This design comes from an exercise in tuning for small area on the open sky130 flow, not from production work. Function was not checked in any run shown here: the RTL went through the layout flow alone.

==> flow/design.v (outline; a module is shown in full before it is edited, if it fits) <==
// module cordic_rotation_top: 3938 lines
module cordic_rotation_top(
    input clk, input nreset, input enable,
    input signed [15:0] x_vec_in, input signed [15:0] y_vec_in,
    input [19:0] target_angle,
    output wire signed [15:0] x_vec_out, output wire signed [15:0] y_vec_out,
    output reg done);
  // ...
==> flow/run.sh <==
#!/bin/bash
# synth_recipe.tcl (not shown) runs the flow's synth.tcl, then flattens the netlist and writes it again
# the make line also repeats each setting of config.mk as NAME=value (left out here)
make -C /OpenROAD-flow-scripts/flow DESIGN_CONFIG=/design/flow/config.mk WORK_HOME=/design/flow/orfs CLKGATE_MAP_FILE= SYNTH_SCRIPT=/design/flow/synth_recipe.tcl finish
==> flow/config.mk <==
export PLATFORM = sky130hd
export DESIGN_NAME = cordic_rotation_top
export DESIGN_NICKNAME = cordic_rotation_top
export VERILOG_FILES = /design/flow/design.v
export SDC_FILE = /design/flow/constraint.sdc
export NUM_CORES = 4
export LEC_CHECK = 0
export ABC_AREA = 1
export CAP_MARGIN = 20
export CORE_MARGIN = 2
export CORE_UTILIZATION = 55
export CTS_CLUSTER_DIAMETER = 100
export CTS_CLUSTER_SIZE = 30
export GPL_TIMING_DRIVEN = 0
export PLACE_DENSITY = 0.75
export SLEW_MARGIN = 20
==> flow/constraint.sdc <==
create_clock -name core_clock -period 6.0 [get_ports {clk}]
set_input_delay 1.2000 -clock core_clock [delete_from_list [all_inputs] [get_ports {clk}]]
set_output_delay 1.2000 -clock core_clock [all_outputs]
set_load 0.01 [all_outputs]
==> results.sh, run 1 <==
export IMPL_crit_slowest_cell="clkdlybuf4s50_1"
export IMPL_max_slew_margin_pct=38.46
export IMPL_use_met2_pct=40.53
export IMPL_dr_first_iter_drc_count=906
export IMPL_status="no timing/DRC/antenna violations"
export IMPL_end_kind="flop"
export IMPL_yosys_area_share_adder_pct=17.48
export IMPL_fp_row_count=86
export IMPL_initial_core_util_pct=55.62
export IMPL_skew_ns=0.03360
export IMPL_dpl_instance_area_sq_mm=0.03244
export IMPL_crit_path_start_kind="input port"
export IMPL_tns_ns=0
export IMPL_grt_use_met3_pct=2.055
export IMPL_num_vias=23635
export IMPL_port_buffers=86
export IMPL_synth_nets=4335
export IMPL_yosysSeqAreaShare_pct=23.98
export IMPL_die_h_microns=240.0
export IMPL_htreeDepth=1
export IMPL_ctsHoldBuffers=0
export IMPL_ys_types=72
export IMPL_grt_pass1_wl_microns=100700
==> run 2: changes to the inputs <==
--- a/flow/design.v
+++ b/flow/design.v
@@ -238,169 +238,83 @@
     wire [0:0] q4s_P20;
     wire [11:0] q4s;
     wire [11:0] q4;
     reg [11:0] q4_p2;
     wire [0:0] dd4;
     wire [10:0] q5_k;
     wire [10:0] q5_r;
     wire [10:0] q5s_p;
-    wire [10:0] q5s_g;
-    wire [0:0] q5s_g0c;
-    wire [0:0] q5s_G1;
-    wire [0:0] q5s_P1;
-    wire [0:0] q5s_G2;
-    wire [0:0] q5s_P2;
-    wire [0:0] q5s_G3;
-    wire [0:0] q5s_P3;
-    wire [0:0] q5s_G4;
-    wire [0:0] q5s_P4;
-    wire [0:0] q5s_G5;
-    wire [0:0] q5s_P5;
-    wire [0:0] q5s_G6;
-    wire [0:0] q5s_P6;
-    wire [0:0] q5s_G7;
-    wire [0:0] q5s_P7;
-    wire [0:0] q5s_G8;
-    wire [0:0] q5s_P8;
-    wire [0:0] q5s_G9;
-    wire [0:0] q5s_P9;
-    wire [0:0] q5s_G10;
-    wire [0:0] q5s_P10;
-    wire [0:0] q5s_G11;
-    wire [0:0] q5s_P11;
-    wire [0:0] q5s_G12;
-    wire [0:0] q5s_P12;
-    wire [0:0] q5s_G13;
-    wire [0:0] q5s_P13;
-    wire [0:0] q5s_G14;
-    wire [0:0] q5s_P14;
-    wire [0:0] q5s_G15;
-    wire [0:0] q5s_P15;
-    wire [0:0] q5s_G16;
-    wire [0:0] q5s_P16;
-    wire [0:0] q5s_G17;
-    wire [0:0] q5s_P17;
+    wire [11:0] q5s_c;
     wire [10:0] q5s;
     wire [10:0] q5;
     wire [0:0] dd5;
     wire [9:0] q6_k;
     wire [9:0] q6_r;
     wire [9:0] q6s_p;
-    wire [9:0] q6s_g;
-    wire [0:0] q6s_g0c;
-    wire [0:0] q6s_G1;
-    wire [0:0] q6s_P1;
-    wire [0:0] q6s_G2;
-    wire [0:0] q6s_P2;
-    wire [0:0] q6s_G3;
-    wire [0:0] q6s_P3;
-    wire [0:0] q6s_G4;
-    wire [0:0] q6s_P4;
-    wire [0:0] q6s_G5;
-    wire [0:0] q6s_P5;
-    wire [0:0] q6s_G6;
-    wire [0:0] q6s_P6;
-    wire [0:0] q6s_G7;
-    wire [0:0] q6s_P7;
-    wire [0:0] q6s_G8;
-    wire [0:0] q6s_P8;
-    wire [0:0] q6s_G9;
-    wire [0:0] q6s_P9;
-    wire [0:0] q6s_G10;
-    wire [0:0] q6s_P10;
-    wire [0:0] q6s_G11;
-    wire [0:0] q6s_P11;
-    wire [0:0] q6s_G12;
-    wire [0:0] q6s_P12;
-    wire [0:0] q6s_G13;
-    wire [0:0] q6s_P13;
-    wire [0:0] q6s_G14;
-    wire [0:0] q6s_P14;
-    wire [0:0] q6s_G15;
-    wire [0:0] q6s_P15;
+    wire [10:0] q6s_c;
     wire [9:0] q6s;
     wire [9:0] q6;
     reg [9:0] q6_p3;
     wire [0:0] dd6;
     wire [8:0] q7_k;
     wire [8:0] q7_r;
     wire [8:0] q7s_p;
-    wire [8:0] q7s_g;
-    wire [0:0] q7s_g0c;
-    wire [0:0] q7s_G1;
-    wire [0:0] q7s_P1;
-    wire [0:0] q7s_G2;
-    wire [0:0] q7s_P2;
-    wire [0:0] q7s_G3;
-    wire [0:0] q7s_P3;
-    wire [0:0] q7s_G4;
-    wire [0:0] q7s_P4;
-    wire [0:0] q7s_G5;
-    wire [0:0] q7s_P5;
-    wire [0:0] q7s_G6;
-    wire [0:0] q7s_P6;
-    wire [0:0] q7s_G7;
-    wire [0:0] q7s_P7;
-    wire [0:0] q7s_G8;
-    wire [0:0] q7s_P8;
-    wire [0:0] q7s_G9;
-    wire [0:0] q7s_P9;
-    wire [0:0] q7s_G10;
-    wire [0:0] q7s_P10;
-    wire [0:0] q7s_G11;
-    wire [0:0] q7s_P11;
-    wire [0:0] q7s_G12;
-    wire [0:0] q7s_P12;
-    wire [0:0] q7s_G13;
-    wire [0:0] q7s_P13;
+    wire [9:0] q7s_c;
     wire [8:0] q7s;
     wire [8:0] q7;
     wire [0:0] dd7;
     wire [7:0] q8_k;
     wire [7:0] q8_r;
+    wire [7:0] q8s_p;
     wire [8:0] q8s_c;
     wire [7:0] q8s;
     wire [7:0] q8;
     reg [7:0] q8_p4;
     wire [0:0] dd8;
     wire [6:0] q9_k;
     wire [6:0] q9_r;
+    wire [6:0] q9s_p;
     wire [7:0] q9s_c;
     wire [6:0] q9s;
     wire [6:0] q9;
     wire [0:0] dd9;
     wire [5:0] q10_k;
     wire [5:0] q10_r;
+    wire [5:0] q10s_p;
     wire [6:0] q10s_c;
     wire [5:0] q10s;
     wire [5:0] q10;
     reg [5:0] q10_p5;
     wire [0:0] dd10;
     wire [4:0] q11_k;
     wire [4:0] q11_r;
+    wire [4:0] q11s_p;
     wire [5:0] q11s_c;
     wire [4:0] q11s;
     wire [4:0] q11;
     wire [0:0] dd11;
     wire [3:0] q12_k;
     wire [3:0] q12_r;
+    wire [3:0] q12s_p;
     wire [4:0] q12s_c;
     wire [3:0] q12s;
     wire [3:0] q12;
     reg [3:0] q12_p6;
     wire [0:0] dd12;
     wire [3:0] q13_k;
     wire [3:0] q13_r;
+    wire [3:0] q13s_p;
     wire [4:0] q13s_c;
     wire [3:0] q13s;
     wire [3:0] q13;
     wire [0:0] dd13;
     wire [3:0] q14_k;
     wire [3:0] q14_r;
+    wire [3:0] q14s_p;
     wire [4:0] q14s_c;
     wire [3:0] q14s;
     wire [3:0] q14;
     reg [3:0] q14_p7;
     wire [0:0] dd14;
     wire [15:0] nx;
     wire [15:0] ny;
     wire [15:0] xn_b;
@@ -1502,25 +1416,27 @@
     wire [12:0] y14_ta;
     wire [15:0] y14;
     reg [15:0] x14_p8;
     reg [15:0] y14_p8;
     reg [0:0] dd14_p8;
     wire [1:0] x15_op;
     wire [2:0] x15_la;
     wire [2:0] x15_lb;
+    wire [2:0] x15_lo_p;
     wire [3:0] x15_lo_c;
     wire [2:0] x15_lo;
     wire [13:0] x15_hi;
     wire [13:0] x15_u;
     wire [13:0] x15_ta;
     wire [15:0] x15;
     wire [1:0] y15_op;
     wire [2:0] y15_la;
     wire [2:0] y15_lb;
+    wire [2:0] y15_lo_p;
     wire [3:0] y15_lo_c;
     wire [2:0] y15_lo;
     wire [13:0] y15_hi;
     wire [13:0] y15_u;
     wire [13:0] y15_ta;
     wire [15:0] y15;
     wire [23:0] mxa;
     wire [23:0] mxb;
@@ -1828,222 +1744,207 @@
     assign q4s[9] = q4s_p[9] ^ q4s_G17;
     assign q4s[10] = q4s_p[10] ^ q4s_G18;
     assign q4s[11] = q4s_p[11] ^ q4s_G19;
     assign q4 = q4s;
     assign dd4 = q4_p2[11];
     assign q5_k = q4_p2[11] ? 11'd651 : 11'd1397;
     assign q5_r = q4_p2[10:0];
     assign q5s_p = q5_r ^ q5_k;
-    assign q5s_g = q5_r & q5_k;
-    assign q5s_g0c = q5s_g[0] | (q5s_p[0] & 1'b0);
-    assign q5s_G1 = q5s_g[1] | (q5s_p[1] & q5s_g0c);
-    assign q5s_P1 = q5s_p[1] & q5s_p[0];
-    assign q5s_G2 = q5s_g[3] | (q5s_p[3] & q5s_g[2]);
-    assign q5s_P2 = q5s_p[3] & q5s_p[2];
-    assign q5s_G3 = q5s_g[5] | (q5s_p[5] & q5s_g[4]);
-    assign q5s_P3 = q5s_p[5] & q5s_p[4];
-    assign q5s_G4 = q5s_g[7] | (q5s_p[7] & q5s_g[6]);
-    assign q5s_P4 = q5s_p[7] & q5s_p[6];
-    assign q5s_G5 = q5s_g[9] | (q5s_p[9] & q5s_g[8]);
-    assign q5s_P5 = q5s_p[9] & q5s_p[8];
-    assign q5s_G6 = q5s_g[2] | (q5s_p[2] & q5s_G1);
-    assign q5s_P6 = q5s_p[2] & q5s_P1;
-    assign q5s_G7 = q5s_G2 | (q5s_P2 & q5s_G1);
-    assign q5s_P7 = q5s_P2 & q5s_P1;
-    assign q5s_G8 = q5s_g[6] | (q5s_p[6] & q5s_G3);
-    assign q5s_P8 = q5s_p[6] & q5s_P3;
-    assign q5s_G9 = q5s_G4 | (q5s_P4 & q5s_G3);
-    assign q5s_P9 = q5s_P4 & q5s_P3;
-    assign q5s_G10 = q5s_g[10] | (q5s_p[10] & q5s_G5);
-    assign q5s_P10 = q5s_p[10] & q5s_P5;
-    assign q5s_G11 = q5s_g[4] | (q5s_p[4] & q5s_G7);
-    assign q5s_P11 = q5s_p[4] & q5s_P7;
-    assign q5s_G12 = q5s_G3 | (q5s_P3 & q5s_G7);
-    assign q5s_P12 = q5s_P3 & q5s_P7;
-    assign q5s_G13 = q5s_G8 | (q5s_P8 & q5s_G7);
-    assign q5s_P13 = q5s_P8 & q5s_P7;
-    assign q5s_G14 = q5s_G9 | (q5s_P9 & q5s_G7);
-    assign q5s_P14 = q5s_P9 & q5s_P7;
-    assign q5s_G15 = q5s_g[8] | (q5s_p[8] & q5s_G14);
-    assign q5s_P15 = q5s_p[8] & q5s_P14;
-    assign q5s_G16 = q5s_G5 | (q5s_P5 & q5s_G14);
-    assign q5s_P16 = q5s_P5 & q5s_P14;
-    assign q5s_G17 = q5s_G10 | (q5s_P10 & q5s_G14);
-    assign q5s_P17 = q5s_P10 & q5s_P14;
-    assign q5s[0] = q5s_p[0] ^ 1'b0;
-    assign q5s[1] = q5s_p[1] ^ q5s_g0c;
-    assign q5s[2] = q5s_p[2] ^ q5s_G1;
-    assign q5s[3] = q5s_p[3] ^ q5s_G6;
-    assign q5s[4] = q5s_p[4] ^ q5s_G7;
-    assign q5s[5] = q5s_p[5] ^ q5s_G11;
-    assign q5s[6] = q5s_p[6] ^ q5s_G12;
-    assign q5s[7] = q5s_p[7] ^ q5s_G13;
-    assign q5s[8] = q5s_p[8] ^ q5s_G14;
-    assign q5s[9] = q5s_p[9] ^ q5s_G15;
-    assign q5s[10] = q5s_p[10] ^ q5s_G16;
+    assign q5s_c[0] = 1'b0;
+    assign q5s_c[1] = q5s_p[0] ? q5s_c[0] : q5_r[0];
+    assign q5s[0] = q5s_p[0] ^ q5s_c[0];
+    assign q5s_c[2] = q5s_p[1] ? q5s_c[1] : q5_r[1];
+    assign q5s[1] = q5s_p[1] ^ q5s_c[1];
+    assign q5s_c[3] = q5s_p[2] ? q5s_c[2] : q5_r[2];
+    assign q5s[2] = q5s_p[2] ^ q5s_c[2];
+    assign q5s_c[4] = q5s_p[3] ? q5s_c[3] : q5_r[3];
+    assign q5s[3] = q5s_p[3] ^ q5s_c[3];
+    assign q5s_c[5] = q5s_p[4] ? q5s_c[4] : q5_r[4];
+    assign q5s[4] = q5s_p[4] ^ q5s_c[4];
+    assign q5s_c[6] = q5s_p[5] ? q5s_c[5] : q5_r[5];
+    assign q5s[5] = q5s_p[5] ^ q5s_c[5];
+    assign q5s_c[7] = q5s_p[6] ? q5s_c[6] : q5_r[6];
+    assign q5s[6] = q5s_p[6] ^ q5s_c[6];
+    assign q5s_c[8] = q5s_p[7] ? q5s_c[7] : q5_r[7];
+    assign q5s[7] = q5s_p[7] ^ q5s_c[7];
+    assign q5s_c[9] = q5s_p[8] ? q5s_c[8] : q5_r[8];
+    assign q5s[8] = q5s_p[8] ^ q5s_c[8];
+    assign q5s_c[10] = q5s_p[9] ? q5s_c[9] : q5_r[9];
+    assign q5s[9] = q5s_p[9] ^ q5s_c[9];
+    assign q5s_c[11] = q5s_p[10] ? q5s_c[10] : q5_r[10];
+    assign q5s[10] = q5s_p[10] ^ q5s_c[10];
     assign q5 = q5s;
     assign dd5 = q5[10];
     assign q6_k = q5[10] ? 10'd325 : 10'd699;
     assign q6_r = q5[9:0];
     assign q6s_p = q6_r ^ q6_k;
-    assign q6s_g = q6_r & q6_k;
-    assign q6s_g0c = q6s_g[0] | (q6s_p[0] & 1'b0);
-    assign q6s_G1 = q6s_g[1] | (q6s_p[1] & q6s_g0c);
-    assign q6s_P1 = q6s_p[1] & q6s_p[0];
-    assign q6s_G2 = q6s_g[3] | (q6s_p[3] & q6s_g[2]);
-    assign q6s_P2 = q6s_p[3] & q6s_p[2];
-    assign q6s_G3 = q6s_g[5] | (q6s_p[5] & q6s_g[4]);
-    assign q6s_P3 = q6s_p[5] & q6s_p[4];
-    assign q6s_G4 = q6s_g[7] | (q6s_p[7] & q6s_g[6]);
-    assign q6s_P4 = q6s_p[7] & q6s_p[6];
-    assign q6s_G5 = q6s_g[9] | (q6s_p[9] & q6s_g[8]);
-    assign q6s_P5 = q6s_p[9] & q6s_p[8];
-    assign q6s_G6 = q6s_g[2] | (q6s_p[2] & q6s_G1);
-    assign q6s_P6 = q6s_p[2] & q6s_P1;
-    assign q6s_G7 = q6s_G2 | (q6s_P2 & q6s_G1);
-    assign q6s_P7 = q6s_P2 & q6s_P1;
-    assign q6s_G8 = q6s_g[6] | (q6s_p[6] & q6s_G3);
-    assign q6s_P8 = q6s_p[6] & q6s_P3;
-    assign q6s_G9 = q6s_G4 | (q6s_P4 & q6s_G3);
-    assign q6s_P9 = q6s_P4 & q6s_P3;
-    assign q6s_G10 = q6s_g[4] | (q6s_p[4] & q6s_G7);
-    assign q6s_P10 = q6s_p[4] & q6s_P7;
-    assign q6s_G11 = q6s_G3 | (q6s_P3 & q6s_G7);
-    assign q6s_P11 = q6s_P3 & q6s_P7;
-    assign q6s_G12 = q6s_G8 | (q6s_P8 & q6s_G7);
-    assign q6s_P12 = q6s_P8 & q6s_P7;
-    assign q6s_G13 = q6s_G9 | (q6s_P9 & q6s_G7);
-    assign q6s_P13 = q6s_P9 & q6s_P7;
-    assign q6s_G14 = q6s_g[8] | (q6s_p[8] & q6s_G13);
-    assign q6s_P14 = q6s_p[8] & q6s_P13;
-    assign q6s_G15 = q6s_G5 | (q6s_P5 & q6s_G13);
-    assign q6s_P15 = q6s_P5 & q6s_P13;
-    assign q6s[0] = q6s_p[0] ^ 1'b0;
-    assign q6s[1] = q6s_p[1] ^ q6s_g0c;
-    assign q6s[2] = q6s_p[2] ^ q6s_G1;
-    assign q6s[3] = q6s_p[3] ^ q6s_G6;
-    assign q6s[4] = q6s_p[4] ^ q6s_G7;
-    assign q6s[5] = q6s_p[5] ^ q6s_G10;
-    assign q6s[6] = q6s_p[6] ^ q6s_G11;
-    assign q6s[7] = q6s_p[7] ^ q6s_G12;
-    assign q6s[8] = q6s_p[8] ^ q6s_G13;
-    assign q6s[9] = q6s_p[9] ^ q6s_G14;
+    assign q6s_c[0] = 1'b0;
+    assign q6s_c[1] = q6s_p[0] ? q6s_c[0] : q6_r[0];
+    assign q6s[0] = q6s_p[0] ^ q6s_c[0];
+    assign q6s_c[2] = q6s_p[1] ? q6s_c[1] : q6_r[1];
+    assign q6s[1] = q6s_p[1] ^ q6s_c[1];
+    assign q6s_c[3] = q6s_p[2] ? q6s_c[2] : q6_r[2];
+    assign q6s[2] = q6s_p[2] ^ q6s_c[2];
+    assign q6s_c[4] = q6s_p[3] ? q6s_c[3] : q6_r[3];
+    assign q6s[3] = q6s_p[3] ^ q6s_c[3];
+    assign q6s_c[5] = q6s_p[4] ? q6s_c[4] : q6_r[4];
+    assign q6s[4] = q6s_p[4] ^ q6s_c[4];
+    assign q6s_c[6] = q6s_p[5] ? q6s_c[5] : q6_r[5];
+    assign q6s[5] = q6s_p[5] ^ q6s_c[5];
+    assign q6s_c[7] = q6s_p[6] ? q6s_c[6] : q6_r[6];
+    assign q6s[6] = q6s_p[6] ^ q6s_c[6];
+    assign q6s_c[8] = q6s_p[7] ? q6s_c[7] : q6_r[7];
+    assign q6s[7] = q6s_p[7] ^ q6s_c[7];
+    assign q6s_c[9] = q6s_p[8] ? q6s_c[8] : q6_r[8];
+    assign q6s[8] = q6s_p[8] ^ q6s_c[8];
+    assign q6s_c[10] = q6s_p[9] ? q6s_c[9] : q6_r[9];
+    assign q6s[9] = q6s_p[9] ^ q6s_c[9];
     assign q6 = q6s;
     assign dd6 = q6_p3[9];
     assign q7_k = q6_p3[9] ? 9'd162 : 9'd350;
     assign q7_r = q6_p3[8:0];
     assign q7s_p = q7_r ^ q7_k;
-    assign q7s_g = q7_r & q7_k;
-    assign q7s_g0c = q7s_g[0] | (q7s_p[0] & 1'b0);
-    assign q7s_G1 = q7s_g[1] | (q7s_p[1] & q7s_g0c);
-    assign q7s_P1 = q7s_p[1] & q7s_p[0];
-    assign q7s_G2 = q7s_g[3] | (q7s_p[3] & q7s_g[2]);
-    assign q7s_P2 = q7s_p[3] & q7s_p[2];
-    assign q7s_G3 = q7s_g[5] | (q7s_p[5] & q7s_g[4]);
-    assign q7s_P3 = q7s_p[5] & q7s_p[4];
-    assign q7s_G4 = q7s_g[7] | (q7s_p[7] & q7s_g[6]);
-    assign q7s_P4 = q7s_p[7] & q7s_p[6];
-    assign q7s_G5 = q7s_g[2] | (q7s_p[2] & q7s_G1);
-    assign q7s_P5 = q7s_p[2] & q7s_P1;
-    assign q7s_G6 = q7s_G2 | (q7s_P2 & q7s_G1);
-    assign q7s_P6 = q7s_P2 & q7s_P1;
-    assign q7s_G7 = q7s_g[6] | (q7s_p[6] & q7s_G3);
-    assign q7s_P7 = q7s_p[6] & q7s_P3;
-    assign q7s_G8 = q7s_G4 | (q7s_P4 & q7s_G3);
-    assign q7s_P8 = q7s_P4 & q7s_P3;
-    assign q7s_G9 = q7s_g[4] | (q7s_p[4] & q7s_G6);
-    assign q7s_P9 = q7s_p[4] & q7s_P6;
-    assign q7s_G10 = q7s_G3 | (q7s_P3 & q7s_G6);
-    assign q7s_P10 = q7s_P3 & q7s_P6;
-    assign q7s_G11 = q7s_G7 | (q7s_P7 & q7s_G6);
-    assign q7s_P11 = q7s_P7 & q7s_P6;
-    assign q7s_G12 = q7s_G8 | (q7s_P8 & q7s_G6);
-    assign q7s_P12 = q7s_P8 & q7s_P6;
-    assign q7s_G13 = q7s_g[8] | (q7s_p[8] & q7s_G12);
-    assign q7s_P13 = q7s_p[8] & q7s_P12;
-    assign q7s[0] = q7s_p[0] ^ 1'b0;
-    assign q7s[1] = q7s_p[1] ^ q7s_g0c;
-    assign q7s[2] = q7s_p[2] ^ q7s_G1;
-    assign q7s[3] = q7s_p[3] ^ q7s_G5;
-    assign q7s[4] = q7s_p[4] ^ q7s_G6;
-    assign q7s[5] = q7s_p[5] ^ q7s_G9;
-    assign q7s[6] = q7s_p[6] ^ q7s_G10;
-    assign q7s[7] = q7s_p[7] ^ q7s_G11;
-    assign q7s[8] = q7s_p[8] ^ q7s_G12;
+    assign q7s_c[0] = 1'b0;
+    assign q7s_c[1] = q7s_p[0] ? q7s_c[0] : q7_r[0];
+    assign q7s[0] = q7s_p[0] ^ q7s_c[0];
+    assign q7s_c[2] = q7s_p[1] ? q7s_c[1] : q7_r[1];
+    assign q7s[1] = q7s_p[1] ^ q7s_c[1];
+    assign q7s_c[3] = q7s_p[2] ? q7s_c[2] : q7_r[2];
+    assign q7s[2] = q7s_p[2] ^ q7s_c[2];
+    assign q7s_c[4] = q7s_p[3] ? q7s_c[3] : q7_r[3];
+    assign q7s[3] = q7s_p[3] ^ q7s_c[3];
+    assign q7s_c[5] = q7s_p[4] ? q7s_c[4] : q7_r[4];
+    assign q7s[4] = q7s_p[4] ^ q7s_c[4];
+    assign q7s_c[6] = q7s_p[5] ? q7s_c[5] : q7_r[5];
+    assign q7s[5] = q7s_p[5] ^ q7s_c[5];
+    assign q7s_c[7] = q7s_p[6] ? q7s_c[6] : q7_r[6];
+    assign q7s[6] = q7s_p[6] ^ q7s_c[6];
+    assign q7s_c[8] = q7s_p[7] ? q7s_c[7] : q7_r[7];
+    assign q7s[7] = q7s_p[7] ^ q7s_c[7];
+    assign q7s_c[9] = q7s_p[8] ? q7s_c[8] : q7_r[8];
+    assign q7s[8] = q7s_p[8] ^ q7s_c[8];
     assign q7 = q7s;
     assign dd7 = q7[8];
     assign q8_k = q7[8] ? 8'd81 : 8'd175;
     assign q8_r = q7[7:0];
+    assign q8s_p = q8_r ^ q8_k;
     assign q8s_c[0] = 1'b0;
-    genvar q8s_i;
-    for (q8s_i=0;q8s_i<8;q8s_i=q8s_i+1) begin : q8s_g
-        assign q8s[q8s_i] = q8_r[q8s_i] ^ q8_k[q8s_i] ^ q8s_c[q8s_i];
-        assign q8s_c[q8s_i+1] = (q8_r[q8s_i] & q8_k[q8s_i]) | (q8_r[q8s_i] & q8s_c[q8s_i]) | (q8_k[q8s_i] & q8s_c[q8s_i]);
-    end
+    assign q8s_c[1] = q8s_p[0] ? q8s_c[0] : q8_r[0];
+    assign q8s[0] = q8s_p[0] ^ q8s_c[0];
+    assign q8s_c[2] = q8s_p[1] ? q8s_c[1] : q8_r[1];
+    assign q8s[1] = q8s_p[1] ^ q8s_c[1];
+    assign q8s_c[3] = q8s_p[2] ? q8s_c[2] : q8_r[2];
+    assign q8s[2] = q8s_p[2] ^ q8s_c[2];
+    assign q8s_c[4] = q8s_p[3] ? q8s_c[3] : q8_r[3];
+    assign q8s[3] = q8s_p[3] ^ q8s_c[3];
+    assign q8s_c[5] = q8s_p[4] ? q8s_c[4] : q8_r[4];
+    assign q8s[4] = q8s_p[4] ^ q8s_c[4];
+    assign q8s_c[6] = q8s_p[5] ? q8s_c[5] : q8_r[5];
+    assign q8s[5] = q8s_p[5] ^ q8s_c[5];
+    assign q8s_c[7] = q8s_p[6] ? q8s_c[6] : q8_r[6];
+    assign q8s[6] = q8s_p[6] ^ q8s_c[6];
+    assign q8s_c[8] = q8s_p[7] ? q8s_c[7] : q8_r[7];
+    assign q8s[7] = q8s_p[7] ^ q8s_c[7];
     assign q8 = q8s;
     assign dd8 = q8_p4[7];
     assign q9_k = q8_p4[7] ? 7'd40 : 7'd88;
     assign q9_r = q8_p4[6:0];
+    assign q9s_p = q9_r ^ q9_k;
     assign q9s_c[0] = 1'b0;
-    genvar q9s_i;
-    for (q9s_i=0;q9s_i<7;q9s_i=q9s_i+1) begin : q9s_g
-        assign q9s[q9s_i] = q9_r[q9s_i] ^ q9_k[q9s_i] ^ q9s_c[q9s_i];
-        assign q9s_c[q9s_i+1] = (q9_r[q9s_i] & q9_k[q9s_i]) | (q9_r[q9s_i] & q9s_c[q9s_i]) | (q9_k[q9s_i] & q9s_c[q9s_i]);
-    end
+    assign q9s_c[1] = q9s_p[0] ? q9s_c[0] : q9_r[0];
+    assign q9s[0] = q9s_p[0] ^ q9s_c[0];
+    assign q9s_c[2] = q9s_p[1] ? q9s_c[1] : q9_r[1];
+    assign q9s[1] = q9s_p[1] ^ q9s_c[1];
+    assign q9s_c[3] = q9s_p[2] ? q9s_c[2] : q9_r[2];
+    assign q9s[2] = q9s_p[2] ^ q9s_c[2];
+    assign q9s_c[4] = q9s_p[3] ? q9s_c[3] : q9_r[3];
+    assign q9s[3] = q9s_p[3] ^ q9s_c[3];
+    assign q9s_c[5] = q9s_p[4] ? q9s_c[4] : q9_r[4];
+    assign q9s[4] = q9s_p[4] ^ q9s_c[4];
+    assign q9s_c[6] = q9s_p[5] ? q9s_c[5] : q9_r[5];
+    assign q9s[5] = q9s_p[5] ^ q9s_c[5];
+    assign q9s_c[7] = q9s_p[6] ? q9s_c[6] : q9_r[6];
+    assign q9s[6] = q9s_p[6] ^ q9s_c[6];
     assign q9 = q9s;
     assign dd9 = q9[6];
     assign q10_k = q9[6] ? 6'd20 : 6'd44;
     assign q10_r = q9[5:0];
+    assign q10s_p = q10_r ^ q10_k;
     assign q10s_c[0] = 1'b0;
-    genvar q10s_i;
-    for (q10s_i=0;q10s_i<6;q10s_i=q10s_i+1) begin : q10s_g
-        assign q10s[q10s_i] = q10_r[q10s_i] ^ q10_k[q10s_i] ^ q10s_c[q10s_i];
-        assign q10s_c[q10s_i+1] = (q10_r[q10s_i] & q10_k[q10s_i]) | (q10_r[q10s_i] & q10s_c[q10s_i]) | (q10_k[q10s_i] & q10s_c[q10s_i]);
-    end
+    assign q10s_c[1] = q10s_p[0] ? q10s_c[0] : q10_r[0];
+    assign q10s[0] = q10s_p[0] ^ q10s_c[0];
+    assign q10s_c[2] = q10s_p[1] ? q10s_c[1] : q10_r[1];
+    assign q10s[1] = q10s_p[1] ^ q10s_c[1];
+    assign q10s_c[3] = q10s_p[2] ? q10s_c[2] : q10_r[2];
+    assign q10s[2] = q10s_p[2] ^ q10s_c[2];
+    assign q10s_c[4] = q10s_p[3] ? q10s_c[3] : q10_r[3];
+    assign q10s[3] = q10s_p[3] ^ q10s_c[3];
+    assign q10s_c[5] = q10s_p[4] ? q10s_c[4] : q10_r[4];
+    assign q10s[4] = q10s_p[4] ^ q10s_c[4];
+    assign q10s_c[6] = q10s_p[5] ? q10s_c[5] : q10_r[5];
+    assign q10s[5] = q10s_p[5] ^ q10s_c[5];
     assign q10 = q10s;
     assign dd10 = q10_p5[5];
     assign q11_k = q10_p5[5] ? 5'd10 : 5'd22;
     assign q11_r = q10_p5[4:0];
+    assign q11s_p = q11_r ^ q11_k;
     assign q11s_c[0] = 1'b0;
-    genvar q11s_i;
-    for (q11s_i=0;q11s_i<5;q11s_i=q11s_i+1) begin : q11s_g
-        assign q11s[q11s_i] = q11_r[q11s_i] ^ q11_k[q11s_i] ^ q11s_c[q11s_i];
-        assign q11s_c[q11s_i+1] = (q11_r[q11s_i] & q11_k[q11s_i]) | (q11_r[q11s_i] & q11s_c[q11s_i]) | (q11_k[q11s_i] & q11s_c[q11s_i]);
-    end
+    assign q11s_c[1] = q11s_p[0] ? q11s_c[0] : q11_r[0];
+    assign q11s[0] = q11s_p[0] ^ q11s_c[0];
+    assign q11s_c[2] = q11s_p[1] ? q11s_c[1] : q11_r[1];
+    assign q11s[1] = q11s_p[1] ^ q11s_c[1];
+    assign q11s_c[3] = q11s_p[2] ? q11s_c[2] : q11_r[2];
+    assign q11s[2] = q11s_p[2] ^ q11s_c[2];
+    assign q11s_c[4] = q11s_p[3] ? q11s_c[3] : q11_r[3];
+    assign q11s[3] = q11s_p[3] ^ q11s_c[3];
+    assign q11s_c[5] = q11s_p[4] ? q11s_c[4] : q11_r[4];
+    assign q11s[4] = q11s_p[4] ^ q11s_c[4];
     assign q11 = q11s;
     assign dd11 = q11[4];
     assign q12_k = q11[4] ? 4'd5 : 4'd11;
     assign q12_r = q11[3:0];
+    assign q12s_p = q12_r ^ q12_k;
     assign q12s_c[0] = 1'b0;
-    genvar q12s_i;
-    for (q12s_i=0;q12s_i<4;q12s_i=q12s_i+1) begin : q12s_g
-        assign q12s[q12s_i] = q12_r[q12s_i] ^ q12_k[q12s_i] ^ q12s_c[q12s_i];
-        assign q12s_c[q12s_i+1] = (q12_r[q12s_i] & q12_k[q12s_i]) | (q12_r[q12s_i] & q12s_c[q12s_i]) | (q12_k[q12s_i] & q12s_c[q12s_i]);
-    end
+    assign q12s_c[1] = q12s_p[0] ? q12s_c[0] : q12_r[0];
+    assign q12s[0] = q12s_p[0] ^ q12s_c[0];
+    assign q12s_c[2] = q12s_p[1] ? q12s_c[1] : q12_r[1];
+    assign q12s[1] = q12s_p[1] ^ q12s_c[1];
+    assign q12s_c[3] = q12s_p[2] ? q12s_c[2] : q12_r[2];
+    assign q12s[2] = q12s_p[2] ^ q12s_c[2];
+    assign q12s_c[4] = q12s_p[3] ? q12s_c[3] : q12_r[3];
+    assign q12s[3] = q12s_p[3] ^ q12s_c[3];
     assign q12 = q12s;
     assign dd12 = q12_p6[3];
     assign q13_k = q12_p6[3] ? 4'd2 : 4'd14;
     assign q13_r = q12_p6[3:0];
+    assign q13s_p = q13_r ^ q13_k;
     assign q13s_c[0] = 1'b0;
-    genvar q13s_i;
-    for (q13s_i=0;q13s_i<4;q13s_i=q13s_i+1) begin : q13s_g
-        assign q13s[q13s_i] = q13_r[q13s_i] ^ q13_k[q13s_i] ^ q13s_c[q13s_i];
-        assign q13s_c[q13s_i+1] = (q13_r[q13s_i] & q13_k[q13s_i]) | (q13_r[q13s_i] & q13s_c[q13s_i]) | (q13_k[q13s_i] & q13s_c[q13s_i]);
-    end
+    assign q13s_c[1] = q13s_p[0] ? q13s_c[0] : q13_r[0];
+    assign q13s[0] = q13s_p[0] ^ q13s_c[0];
+    assign q13s_c[2] = q13s_p[1] ? q13s_c[1] : q13_r[1];
+    assign q13s[1] = q13s_p[1] ^ q13s_c[1];
+    assign q13s_c[3] = q13s_p[2] ? q13s_c[2] : q13_r[2];
+    assign q13s[2] = q13s_p[2] ^ q13s_c[2];
+    assign q13s_c[4] = q13s_p[3] ? q13s_c[3] : q13_r[3];
+    assign q13s[3] = q13s_p[3] ^ q13s_c[3];
     assign q13 = q13s;
     assign dd13 = q13[3];
     assign q14_k = q13[3] ? 4'd1 : 4'd15;
     assign q14_r = q13[3:0];
+    assign q14s_p = q14_r ^ q14_k;
     assign q14s_c[0] = 1'b0;
-    genvar q14s_i;
-    for (q14s_i=0;q14s_i<4;q14s_i=q14s_i+1) begin : q14s_g
-        assign q14s[q14s_i] = q14_r[q14s_i] ^ q14_k[q14s_i] ^ q14s_c[q14s_i];
-        assign q14s_c[q14s_i+1] = (q14_r[q14s_i] & q14_k[q14s_i]) | (q14_r[q14s_i] & q14s_c[q14s_i]) | (q14_k[q14s_i] & q14s_c[q14s_i]);
-    end
+    assign q14s_c[1] = q14s_p[0] ? q14s_c[0] : q14_r[0];
+    assign q14s[0] = q14s_p[0] ^ q14s_c[0];
+    assign q14s_c[2] = q14s_p[1] ? q14s_c[1] : q14_r[1];
+    assign q14s[1] = q14s_p[1] ^ q14s_c[1];
+    assign q14s_c[3] = q14s_p[2] ? q14s_c[2] : q14_r[2];
+    assign q14s[2] = q14s_p[2] ^ q14s_c[2];
+    assign q14s_c[4] = q14s_p[3] ? q14s_c[3] : q14_r[3];
+    assign q14s[3] = q14s_p[3] ^ q14s_c[3];
     assign q14 = q14s;
     assign dd14 = q14_p7[3];
     assign nx = x_vec_in ^ {16{negv}};
     assign ny = y_vec_in ^ {16{negv}};
     assign xn_b = 16'd0;
     assign xn_c[0] = negv;
     genvar xn_i;
     for (xn_i=0;xn_i<16;xn_i=xn_i+1) begin : xn_g
@@ -3617,22 +3518,24 @@
     assign y14_ta[10] = y14_ta[9] & y14_u[9];
     assign y14_ta[11] = y14_ta[10] & y14_u[10];
     assign y14_ta[12] = y14_ta[11] & y14_u[11];
     assign y14_hi = y13[15:3] ^ y14_ta;
     assign y14 = {y14_hi,y14_lo[2:0]};
     assign x15_op = y14_p8[15:14] ^ {2{~dd14_p8}};
     assign x15_la = {1'b0,x14_p8[1:0]};
     assign x15_lb = {1'b0,x15_op};
+    assign x15_lo_p = x15_la ^ x15_lb;
     assign x15_lo_c[0] = ~dd14_p8;
-    genvar x15_lo_i;
-    for (x15_lo_i=0;x15_lo_i<3;x15_lo_i=x15_lo_i+1) begin : x15_lo_g
-        assign x15_lo[x15_lo_i] = x15_la[x15_lo_i] ^ x15_lb[x15_lo_i] ^ x15_lo_c[x15_lo_i];
-        assign x15_lo_c[x15_lo_i+1] = (x15_la[x15_lo_i] & x15_lb[x15_lo_i]) | (x15_la[x15_lo_i] & x15_lo_c[x15_lo_i]) | (x15_lb[x15_lo_i] & x15_lo_c[x15_lo_i]);
-    end
+    assign x15_lo_c[1] = x15_lo_p[0] ? x15_lo_c[0] : x15_la[0];
+    assign x15_lo[0] = x15_lo_p[0] ^ x15_lo_c[0];
+    assign x15_lo_c[2] = x15_lo_p[1] ? x15_lo_c[1] : x15_la[1];
+    assign x15_lo[1] = x15_lo_p[1] ^ x15_lo_c[1];
+    assign x15_lo_c[3] = x15_lo_p[2] ? x15_lo_c[2] : x15_la[2];
+    assign x15_lo[2] = x15_lo_p[2] ^ x15_lo_c[2];
     assign x15_u = x14_p8[15:2] ^ {14{x15_op[1]}};
     assign x15_ta[0] = x15_op[1] ^ x15_lo[2];
     assign x15_ta[1] = x15_ta[0] & x15_u[0];
     assign x15_ta[2] = x15_ta[1] & x15_u[1];
     assign x15_ta[3] = x15_ta[2] & x15_u[2];
     assign x15_ta[4] = x15_ta[3] & x15_u[3];
     assign x15_ta[5] = x15_ta[4] & x15_u[4];
     assign x15_ta[6] = x15_ta[5] & x15_u[5];
@@ -3643,22 +3546,24 @@
     assign x15_ta[11] = x15_ta[10] & x15_u[10];
     assign x15_ta[12] = x15_ta[11] & x15_u[11];
     assign x15_ta[13] = x15_ta[12] & x15_u[12];
     assign x15_hi = x14_p8[15:2] ^ x15_ta;
     assign x15 = {x15_hi,x15_lo[1:0]};
     assign y15_op = x14_p8[15:14] ^ {2{dd14_p8}};
     assign y15_la = {1'b0,y14_p8[1:0]};
     assign y15_lb = {1'b0,y15_op};
+    assign y15_lo_p = y15_la ^ y15_lb;
     assign y15_lo_c[0] = dd14_p8;
-    genvar y15_lo_i;
-    for (y15_lo_i=0;y15_lo_i<3;y15_lo_i=y15_lo_i+1) begin : y15_lo_g
-        assign y15_lo[y15_lo_i] = y15_la[y15_lo_i] ^ y15_lb[y15_lo_i] ^ y15_lo_c[y15_lo_i];
-        assign y15_lo_c[y15_lo_i+1] = (y15_la[y15_lo_i] & y15_lb[y15_lo_i]) | (y15_la[y15_lo_i] & y15_lo_c[y15_lo_i]) | (y15_lb[y15_lo_i] & y15_lo_c[y15_lo_i]);
-    end
+    assign y15_lo_c[1] = y15_lo_p[0] ? y15_lo_c[0] : y15_la[0];
+    assign y15_lo[0] = y15_lo_p[0] ^ y15_lo_c[0];
+    assign y15_lo_c[2] = y15_lo_p[1] ? y15_lo_c[1] : y15_la[1];
+    assign y15_lo[1] = y15_lo_p[1] ^ y15_lo_c[1];
+    assign y15_lo_c[3] = y15_lo_p[2] ? y15_lo_c[2] : y15_la[2];
+    assign y15_lo[2] = y15_lo_p[2] ^ y15_lo_c[2];
     assign y15_u = y14_p8[15:2] ^ {14{y15_op[1]}};
     assign y15_ta[0] = y15_op[1] ^ y15_lo[2];
     assign y15_ta[1] = y15_ta[0] & y15_u[0];
     assign y15_ta[2] = y15_ta[1] & y15_u[1];
     assign y15_ta[3] = y15_ta[2] & y15_u[2];
     assign y15_ta[4] = y15_ta[3] & y15_u[3];
     assign y15_ta[5] = y15_ta[4] & y15_u[4];
     assign y15_ta[6] = y15_ta[5] & y15_u[5];
==> results.sh, run 2 <==
export IMPL_synth_edf_count=0
export IMPL_slowest_delay_ns=0.42
export IMPL_fin_crit_ns=5.808
export IMPL_grt_pass1_vias=22553
export IMPL_overflow=0
export IMPL_drt_vias_per_instance=4.838
export IMPL_synth_area_per_cell_sq_um=7.545
export IMPL_fp_row_count=86
export IMPL_htreeDepth=1
export IMPL_worst_endpoint_required_ns=6.48
export IMPL_synthCells=4058
export IMPL_netlist_top_cells_count="nand2_1 (936), xor2_1 (572), inv_1 (548)"
export IMPL_synth_top_cell_by_area="dfxtp_1"
export IMPL_synth_top_area_share_pct=24.00
export IMPL_rsz0062_at_grt="yes"
export IMPL_end_kind="flop"
export IMPL_final_util_pct=61.27
export IMPL_top_layer_used="met4"
export IMPL_tns_ns=0
export IMPL_period_share_pct=96.80
export IMPL_async_flop_share_pct=0
export IMPL_wl_per_cell_microns=11.77
export IMPL_yosys_top_cells_area="dfxtp_1 (24%), xor2_1 (16%), nand2_1 (11%), ha_1 (9.9%), inv_1 (6.7%)"
export IMPL_fmax_ghz=0.1722
export IMPL_num_vias=23934
export IMPL_crit_buf_inv=5
export IMPL_grt_max_degree=31
export IMPL_crit_slowest_cell="fa_2"
export IMPL_layout_commonest_cell="nand2_1"
export IMPL_layout_common_cells="nand2_1 (931), xor2_1 (562), inv_1 (539), dfxtp_1 (364), nand3_1 (279)"
export IMPL_numCtsBuffers=19
export IMPL_cts_tree="done"
export IMPL_final_layout_size_suffix_gt1_share_pct=9.526
export IMPL_ys_seq_elements=367
export IMPL_crit_fanout=10
export IMPL_crit_family="simple AND/OR/NAND/NOR gates"
export IMPL_area_growth_syn_to_layout_pct=10.26
export IMPL_dp_worst_setup_slack_ns=-1.427
export IMPL_yosysSeqAreaShare_pct=24.00
export IMPL_antenna_found_initial=0
export IMPL_worst_ep_arrival_time_ns=6.29
export IMPL_ctsHoldBuffers=0
export IMPL_initial_core_util_pct=55.57
export IMPL_postRouteAntennaNets=0
export IMPL_cts_root_buf="clkbuf_16"
export IMPL_die_h_microns=239.9
export IMPL_max_slew_margin_pct=44.22
export IMPL_yosysMostFrequentCell="nand2_1"
export IMPL_clockBufferDepth=3
export IMPL_ys_types=71
export IMPL_min_path_type="flop to flop"
export IMPL_hold_violations=0
export IMPL_ys_flop_type="dfxtp_1"
export IMPL_cts_clk_slew_worst_paths_ns=0.11
export IMPL_drc_errors=0
export IMPL_yosys_warnings=1
export IMPL_final_max_slew_violation_count=0
export IMPL_maxCapViolCount=0
export IMPL_synth_nets=4430
export IMPL_final_nets=4562
export IMPL_port_buffers=86
export IMPL_setup_slack_ns=0.1918
export IMPL_dr_pass1_iters=5
export IMPL_dp_cells=4892
export IMPL_path_common_cell="nand2_1"
export IMPL_dr_wl_met3_microns=1452
export IMPL_ios=88
export IMPL_crit_type="flop to flop"
export IMPL_place_detailed_hpwl_microns=48150
export IMPL_final_cell_count_no_fill=4947
export IMPL_syn_cell_area_sq_mm=0.03062
export IMPL_skew_ns=0.03413
export IMPL_status="no timing/DRC/antenna violations"
export IMPL_worstMarginPinSlew_ns=0.8339
export IMPL_wl_met1_microns=24900
export IMPL_setup_viol=0
export IMPL_totalWireLength_microns=58230
export IMPL_grt_pass1_wl_microns=98640
export IMPL_n_antenna_cell=0
export IMPL_coreArea_sq_mm=0.05509
export IMPL_gp_congestion=0.8595
export IMPL_dieWidth_microns=239.9
export IMPL_wl_met2_microns=30110
export IMPL_dr_first_iter_drc_count=883
export IMPL_cts_sinks=367
export IMPL_clk_latency_ns=0.56
export IMPL_dieArea_sq_mm=0.05757
export IMPL_crit_path_start_kind="flop"
export IMPL_grtUsageTotal_pct=20.27
==> run 2: cells by family after synthesis <==
logic type | count (synthesis) | synth area share (%)
AND/OR/NAND/NOR | 1624 | 23.75
XOR/XNOR | 794 | 23.16
buffers and inverters | 615 | 7.671
multiplexers | 7 | 0.2330
flip-flops | 367 | 24.00
AO/OA/AOI/OAI | 327 | 6.192
adder cells (fa/ha/maj) | 324 | 15.00
==> run 2: path summary, 6_finish.rpt <==
| check | cells after the start | slack (ns) | to | from |
|---|---|---|---|---|
| max | 34 | 0.19 | y8_p5[15]$_DFF_P_ | dd6_p4$_DFF_P_ |
| min | 0 | 0.34 | q10_p5[1]$_DFF_P_ | q8_p4[1]$_DFF_P_ |
| max reg2reg | 34 | 0.19 | y8_p5[15]$_DFF_P_ | dd6_p4$_DFF_P_ |
| min reg2reg | 0 | 0.34 | q10_p5[1]$_DFF_P_ | q8_p4[1]$_DFF_P_ |
==> run 2: metrics by stage <==
step	instance area, sq um	hold slack (ns)
detailed placement	32420	0.3164
CTS	33280	0.3400
finish	33760	0.3427
global placement	32420	0.3132
global route	33760	0.3517
floorplan	30620	0.3096
==> run 2: routing by layer <==
metal,GRT usage (%),up-vias
met1,23.05,10701
met2,39.60,257
met4,6.192,0
met5,0,-
met3,1.871,91
li1,-,12885
==> run 2: final cells by class <==
class / instances / area (sq um)
plain buffers: 41 / 269.0
clock buffers: 23 / 530.5
clock inverters: 7 / 122.6
fillers: 4909 / 21340
inverters: 572 / 2153
multi-input cells: 3076 / 21300
flip-flops and latches: 367 / 7356
well taps: 748 / 935.9
repair buffers: 113 / 1089
==> run 2: what timing repair did <==
item / in CTS / in global routing
gates resized for setup: 50 / 88
setup endpoints to repair: 51 / 38
pin swaps: 5 / 23
buffers inserted: 8 / 19

## separate check: timing with driven ports
Ports are ideal in the flow. The routed layouts listed here were re-timed in OpenROAD.
Step 1 assumes that a clkbuf_16 drives the clock port and a buf_2 every other input.
Step 2 also shifts input and output timing later by t, the mid clock arrival at the registers, as if the neighbouring blocks saw the same clock.
Three values: ideal, step 1, step 2; two values: the first two.
run	t (ns)	setup slack, ns	worst setup path at the end
run 1	0.609	0.328 / 0.340 / -0.250	input to register
run 2	0.605	0.192 / 0.192 / -0.282	input to register
Met with ideal ports but missed after step 2: setup timing in run 1 and run 2. For run 1, which loses most, drivers alone change the setup slack by +0.012 ns; drivers and shift together by -0.578 ns.
